From an optimization exercise on the open Yosys and OpenROAD flow, aimed at small area, a short achievable clock period and few clock cycles; shortcuts taken in it are not production practice.
RTL that was checked went through simulation tests only; none was proved equivalent to the original.

east:
==> flow/design.v (excerpt) <==
module  CONV(
            input		  clk,
            input		  reset,
            output		  busy,
            input		  ready,
            output [11:0] iaddr,
            input  [19:0] idata,
            output	 	  cwr,
            output [11:0] caddr_wr,
            output [19:0] cdata_wr,
            output	 	  crd,
            output [11:0] caddr_rd,
            input  [19:0] cdata_rd,
            output [ 2:0] csel
        );
make LEC_CHECK=0 CAP_MARGIN=20 CORE_MARGIN=2 CORE_UTILIZATION=40 SETUP_SLACK_MARGIN=5 SLEW_MARGIN=20 finish   # period 10.0 ns
run.sh (not shown) runs the stock make flow with config.mk's settings and CLKGATE_MAP_FILE= SYNTH_SCRIPT=/design/flow/synth_recipe.tcl, a recipe that flattens the netlist after the stock synthesis.
Both conditions hold for east: the flow ran to the end and the final layout passed the timing, DRC and antenna checks.
Edits applied to the flow inputs when going from east to north:
- removing SETUP_SLACK_MARGIN (formerly 5)
==> results.txt <==
Changes observed in north relative to east: first-iteration DRC count has decreased.
No run of this note included a check of the RTL's function; only the layout flow was run.

---

== v53 ==
Another version of the RTL of CONV (not shown whole).
For scale: about 2800 cells after synthesis, ~920 flip-flops, roughly 110 I/O pins, ~0.044 sq mm of cells after synthesis.
clock: 10.0 ns
lec_check: 0
cap_margin: 20
core_margin: 2
core_utilization: 55
cts_cluster_diameter: 100
cts_cluster_size: 25
place_density: 0.68
slew_margin: 20
synth_hierarchical: 1
standard.sh (not shown) runs the stock make flow with config.mk's settings and CLKGATE_MAP_FILE= SYNTH_SCRIPT=/design/flow/synth_recipe.tcl, a recipe that flattens the netlist after the stock synthesis.
==> flow/flow/run.sh <==
#!/bin/bash
# Own layout flow: the standard flow (standard.sh, unchanged synthesis,
# floorplan, power grid and tap cells), with buf_2 cells as the port buffers
# instead of the delay buffer buffer_ports picks by default, and repair_timing
# aiming for 6.8 ns of setup slack.
# The full make/ORFS output goes to flow_standard.log in the work folder;
# ORFS also keeps a log per step under orfs/logs.
set -euo pipefail
bash standard.sh \
  "BUFFER_PORTS_ARGS=-buffer_cell sky130_fd_sc_hd__buf_2" \
  SETUP_SLACK_MARGIN=6.8 \
  finish > flow_standard.log 2>&1
Testbench counts of v53, summed over its fixed seeds: cycles 94,302.
--- input diff v53..v57 ---
- a change of CORE_UTILIZATION from 55 to 40
- an added ABC_AREA of 1
- a deleted PLACE_DENSITY that had been 0.68
diff --git a/flow/flow/run.sh b/flow/flow/run.sh
--- a/flow/flow/run.sh
+++ b/flow/flow/run.sh
@@ -4,3 +4,3 @@
 # instead of the delay buffer buffer_ports picks by default, and repair_timing
-# aiming for 6.8 ns of setup slack.
+# aiming for 7.0 ns of setup slack.
 # The full make/ORFS output goes to flow_standard.log in the work folder;
@@ -10,3 +10,3 @@
   "BUFFER_PORTS_ARGS=-buffer_cell sky130_fd_sc_hd__buf_2" \
-  SETUP_SLACK_MARGIN=6.8 \
+  SETUP_SLACK_MARGIN=7.0 \
   finish > flow_standard.log 2>&1
## What came out
- The area fraction in compound gates after synthesis reported for v57 is smaller than that of v53 by 1.0 points.
- v57 and v53 ended up with nearly the same hold slack.
- In v57, the number of global-route vias before repair came out 3.0% above the value in v53.
- Diff v57 and v53: via count higher in v57
- Lower horizontal die dimension goes to v53 over v57.
- v57 vs. v53: signal arrival time at the worst endpoint went down by 2.47 ns.
- v53 has a higher maximum cell stage delay along the critical path than v57.
## Diff of input files: v28 against v57
- ABC_AREA no longer set, was 1
diff --git a/flow/flow/run.sh b/flow/flow/run.sh
--- a/flow/flow/run.sh
+++ b/flow/flow/run.sh
@@ -4,3 +4,3 @@
 # instead of the delay buffer buffer_ports picks by default, and repair_timing
-# aiming for 7.0 ns of setup slack.
+# aiming for 6.8 ns of setup slack.
 # The full make/ORFS output goes to flow_standard.log in the work folder;
@@ -10,3 +10,3 @@
   "BUFFER_PORTS_ARGS=-buffer_cell sky130_fd_sc_hd__buf_2" \
-  SETUP_SLACK_MARGIN=7.0 \
+  SETUP_SLACK_MARGIN=6.8 \
   finish > flow_standard.log 2>&1
--- outcome ---
Comparing v57 with v28, the clock slew seen by the registers of the worst setup and hold paths came out essentially unchanged. Netlist area before placement: v28 lower than v57. Taking v28 as 1.0, v57 lands at 1.07 on wire length. Wire length of the first global-routing pass: v28 better than v57. Via count shrinks by a little under 10% when moving from v57 to v28.

---

== run A ==
CONV, a different RTL version from the one above (not shown whole).
Size: about 2700 cells after synthesis, roughly 890 flip-flops, about 110 I/O pins.
## CONV
module  CONV(
            input		  clk,
            input		  reset,
            output		  busy,
            input		  ready,
            output [11:0] iaddr,
            input  [19:0] idata,
            output	 	  cwr,
            output [11:0] caddr_wr,
            output [19:0] cdata_wr,
            output	 	  crd,
            output [11:0] caddr_rd,
            input  [19:0] cdata_rd,
            output [ 2:0] csel
        );
reg        busy_r;
reg        wact;       
reg  [6:0] rx;         
reg  [6:0] ry;         
reg  [3:0] rr;         
reg  [3:0] ws;         
reg  [6:0] wq;         
reg  [3:0] wr;         
reg        cwr_r, csel1_r;
reg [11:0] caddr_wr_r, caddr_rd_r;
reg [19:0] cdata_wr_r;
reg [19:0] rb, pm, pa_r;
assign busy     = busy_r;
assign iaddr    = {ry[5:0], rx[5:0]};
assign cwr      = cwr_r;
assign caddr_wr = caddr_wr_r;
assign cdata_wr = cdata_wr_r;
assign crd      = busy_r;
assign caddr_rd = caddr_rd_r;
assign csel     = {1'b0, csel1_r, 1'b1};
wire start = !busy_r && ready;
wire fin   = wact && ws == 4'd8 && wq == 7'd2;
always @(posedge clk) begin
    if (start) begin
        rx <= 7'd64;
        ry <= 7'h77;           
        rr <= 4'd0;
    end else if (rr == 4'd9) begin
        rr <= 4'd0;
        if (rx == 7'd64) begin
            rx <= 7'd0;
            ry <= ry - 7'd1;
        end else begin
            rx <= rx + 7'd1;
            ry <= ry - 7'd9;
        end
    end else begin
        rr <= rr + 4'd1;
        ry <= ry + 7'd1;
    end
end
reg [459:0] sr;
wire pvalid = !rx[6] && !ry[6];
always @(posedge clk)
    sr <= {sr[439:0], pvalid ? idata : 20'd0};
wire w1, w2;
CONV_fa uw1 (sr[240], sr[220], sr[0], w1, w2);
wire w3, w4;
CONV_fa uw3 (sr[440], sr[41], sr[401], w3, w4);
wire w5, w6;
CONV_fa uw5 (sr[241], sr[221], sr[1], w5, w6);
wire w7, w8;
CONV_fa uw7 (sr[242], sr[240], sr[40], w7, w8);
wire w9, w10;
CONV_fa uw9 (sr[441], sr[42], sr[402], w9, w10);
wire w11, w12;
CONV_fa uw11 (sr[420], sr[222], sr[20], w11, w12);
wire w13, w14;
CONV_fa uw13 (sr[200], sr[2], 1'b1, w13, w14);
wire w15, w16;
CONV_fa uw15 (sr[243], sr[241], sr[41], w15, w16);
wire w17, w18;
CONV_fa uw17 (sr[442], sr[43], sr[403], w17, w18);
wire w19, w20;
CONV_fa uw19 (sr[421], sr[223], sr[21], w19, w20);
wire w21 = ~sr[400];
wire w22, w23;
CONV_fa uw22 (w21, sr[201], sr[3], w22, w23);
wire w24, w25;
  ...
Settings: LEC_CHECK=0, CAP_MARGIN=20, CORE_MARGIN=2, CORE_UTILIZATION=40, CTS_CLUSTER_DIAMETER=100, CTS_CLUSTER_SIZE=25, SLEW_MARGIN=20, SYNTH_HIERARCHICAL=1; clock period 10.0 ns.
==> flow/flow/run.sh <==
#!/bin/bash
# Own layout flow: the standard flow (standard.sh, unchanged synthesis,
# floorplan, power grid and tap cells), with buf_2 cells as the port buffers
# instead of the delay buffer buffer_ports picks by default
# The full make/ORFS output goes to flow_standard.log in the work folder;
# ORFS also keeps a log per step under orfs/logs.
set -euo pipefail
bash standard.sh \
  "BUFFER_PORTS_ARGS=-buffer_cell sky130_fd_sc_hd__buf_2" \
  finish > flow_standard.log 2>&1
No stage failed in run A, and the final checks on the layout all came back clean.
Testbench counts of run A, summed over its fixed seeds: cycles 94,302.
[inputs] run B vs run A
- putting CTS_BUF_LIST at sky130_fd_sc_hd__clkbuf_8 sky130_fd_sc_hd__clkbuf_16 where nothing was set
- swapping 25 for 20 in CTS_CLUSTER_SIZE
diff --git a/flow/flow/run.sh b/flow/flow/run.sh
--- a/flow/flow/run.sh
+++ b/flow/flow/run.sh
@@ -4 +4,2 @@
-# instead of the delay buffer buffer_ports picks by default
+# instead of the delay buffer buffer_ports picks by default, and repair_timing
+# aiming for 6.8 ns of setup slack.
@@ -9,0 +11 @@
+  SETUP_SLACK_MARGIN=6.8 \
### Flow results
Across run B and run A, none had a timing, DRC or antenna violation. When run B is measured against run A, its setup slack turns out 0.36 ns higher. In the metrics for run B and run A, the one carrying the lower data arrival time of the critical path is run B. Relative to run A, area of the multi-input gates increased by 75 µm² in run B. Diff run A -> run B: detailed-routing wirelength on met1 neither gained nor lost much, met3 routing resource usage after global routing neither gained nor lost much, number of gates on the worst path with buffers counted lost 10. Relative to run A, cell area increased by 1.2% in run B. [compare] base=run A new=run B: final critical path time including I/O delays and setup decreased 0.36 ns.
Changes in run C relative to run B:
- swapping 20 for 25 in CTS_CLUSTER_SIZE
- clearing CTS_BUF_LIST, which used to be sky130_fd_sc_hd__clkbuf_8 sky130_fd_sc_hd__clkbuf_16
==> flow/run.sh (new file) <==
#!/bin/bash
# synth_recipe.tcl (not shown) runs the flow's synth.tcl, then flattens the netlist and writes it again
# the make line also repeats each setting of config.mk as NAME=value (left out here)
make -C /OpenROAD-flow-scripts/flow DESIGN_CONFIG=/design/flow/config.mk WORK_HOME=/design/flow/orfs CLKGATE_MAP_FILE= SYNTH_SCRIPT=/design/flow/synth_recipe.tcl finish
removed: flow/flow/run.sh
removed: flow/standard.sh
==> comparison <==
- Run C -> run B: final instance area flat
- Compared with run B, run C shows a higher final cycle utilization of the critical path.
- The fmax of run C was inferior to that of run B.
- Relative to run B, relative slew slack has gone down in run C.
- Of run B and run C, the run reporting the higher cell count was run B.
Input changes introduced in run D (baseline for comparison: run C):
==> flow/flow/run.sh (new file) <==
#!/bin/bash
# Own layout flow: the standard flow (standard.sh, unchanged synthesis,
# floorplan, power grid and tap cells), with buf_2 cells as the port buffers
# instead of the delay buffer buffer_ports picks by default, and repair_timing
# aiming for 6.8 ns of setup slack.
# The full make/ORFS output goes to flow_standard.log in the work folder;
# ORFS also keeps a log per step under orfs/logs.
set -euo pipefail
bash standard.sh \
  "BUFFER_PORTS_ARGS=-buffer_cell sky130_fd_sc_hd__buf_2" \
  SETUP_SLACK_MARGIN=6.8 \
  finish > flow_standard.log 2>&1
==> flow/standard.sh (new file) <==
#!/bin/bash
# synth_recipe.tcl (not shown) runs the flow's synth.tcl, then flattens the netlist and writes it again
# the make line also repeats each setting of config.mk as NAME=value (left out here)
make -C /OpenROAD-flow-scripts/flow DESIGN_CONFIG=/design/flow/config.mk WORK_HOME=/design/flow/orfs CLKGATE_MAP_FILE= SYNTH_SCRIPT=/design/flow/synth_recipe.tcl "${@:-finish}"
removed: flow/run.sh
Run D has completed all stages; timing, DRC and antenna checks passed.
Summary of run D over run C: slew of the pin with the lowest slew margin -0.14 ns; global-route wire length before repair shrank by 0.68%.
From run C to run D the numbers moved as follows: via count of the routed design stayed essentially flat, wire length reported by the detailed router fell by 0.79%, core utilization fell by 0.30 points, sum of negative setup slack stayed essentially flat.
On layout multi-input combinational cell count, run D and run C are basically level.
Taking run C as the reference, in run D met3 routing resource usage after global routing saw an increase, number of filler cells placed in the layout saw a decrease.
Inputs modified between run D and run E:
- setting CTS_BUF_LIST to sky130_fd_sc_hd__clkbuf_16 for the first time
[summary]
Detailed-route wire length: run E vs run D, no meaningful difference. As far as number of post-CTS setup repair buffers goes, run D and run E are indistinguishable; the numbers are identical. Run D -> run E: count of clock buffers in the final design decreased by more than 10%. For sequential cell count, run E and run D come out practically identical.

-- separate check: timing with driven ports --
Ports are ideal in the flow. The routed layouts listed here were re-timed in OpenROAD. Step 1: set_driving_cell puts a clkbuf_16 on clk and a buf_2 on each other input, an assumption about the parent block. Step 2, shift: input delay + t, output delay - t, t = (earliest + latest rising clock arrival at the registers) / 2. This alone moves slack from input paths to output paths. a / b / c = ideal / step 1 / step 2; a / b = the first two.
run	shift t [ns]	setup slack, ns	worst setup path at the end	pins driven straight from the clock port
east	0.744	5.118 / 5.118 / 5.118	register to register	1
north	0.744	4.978 / 4.978 / 4.978	register to register	1
v53	0.713	6.778 / 6.766 / 6.778	register to register	1
v57	0.761	6.739 / 6.663 / 6.795	input to register	1
v28	0.731	6.796 / 6.735 / 6.796	register to register	1
run A	0.731	6.397 / 6.397 / 6.397	register to register	1
run B	0.751	6.753 / 6.673 / 6.821	register to register	1
run C	0.717	6.303 / 6.236 / 6.394	register to register	1
run D	0.732	6.763 / 6.691 / 6.800	register to register	1
run E	0.732	6.763 / 6.691 / 6.814	register to register	1
After both steps every run listed still meets setup and hold.
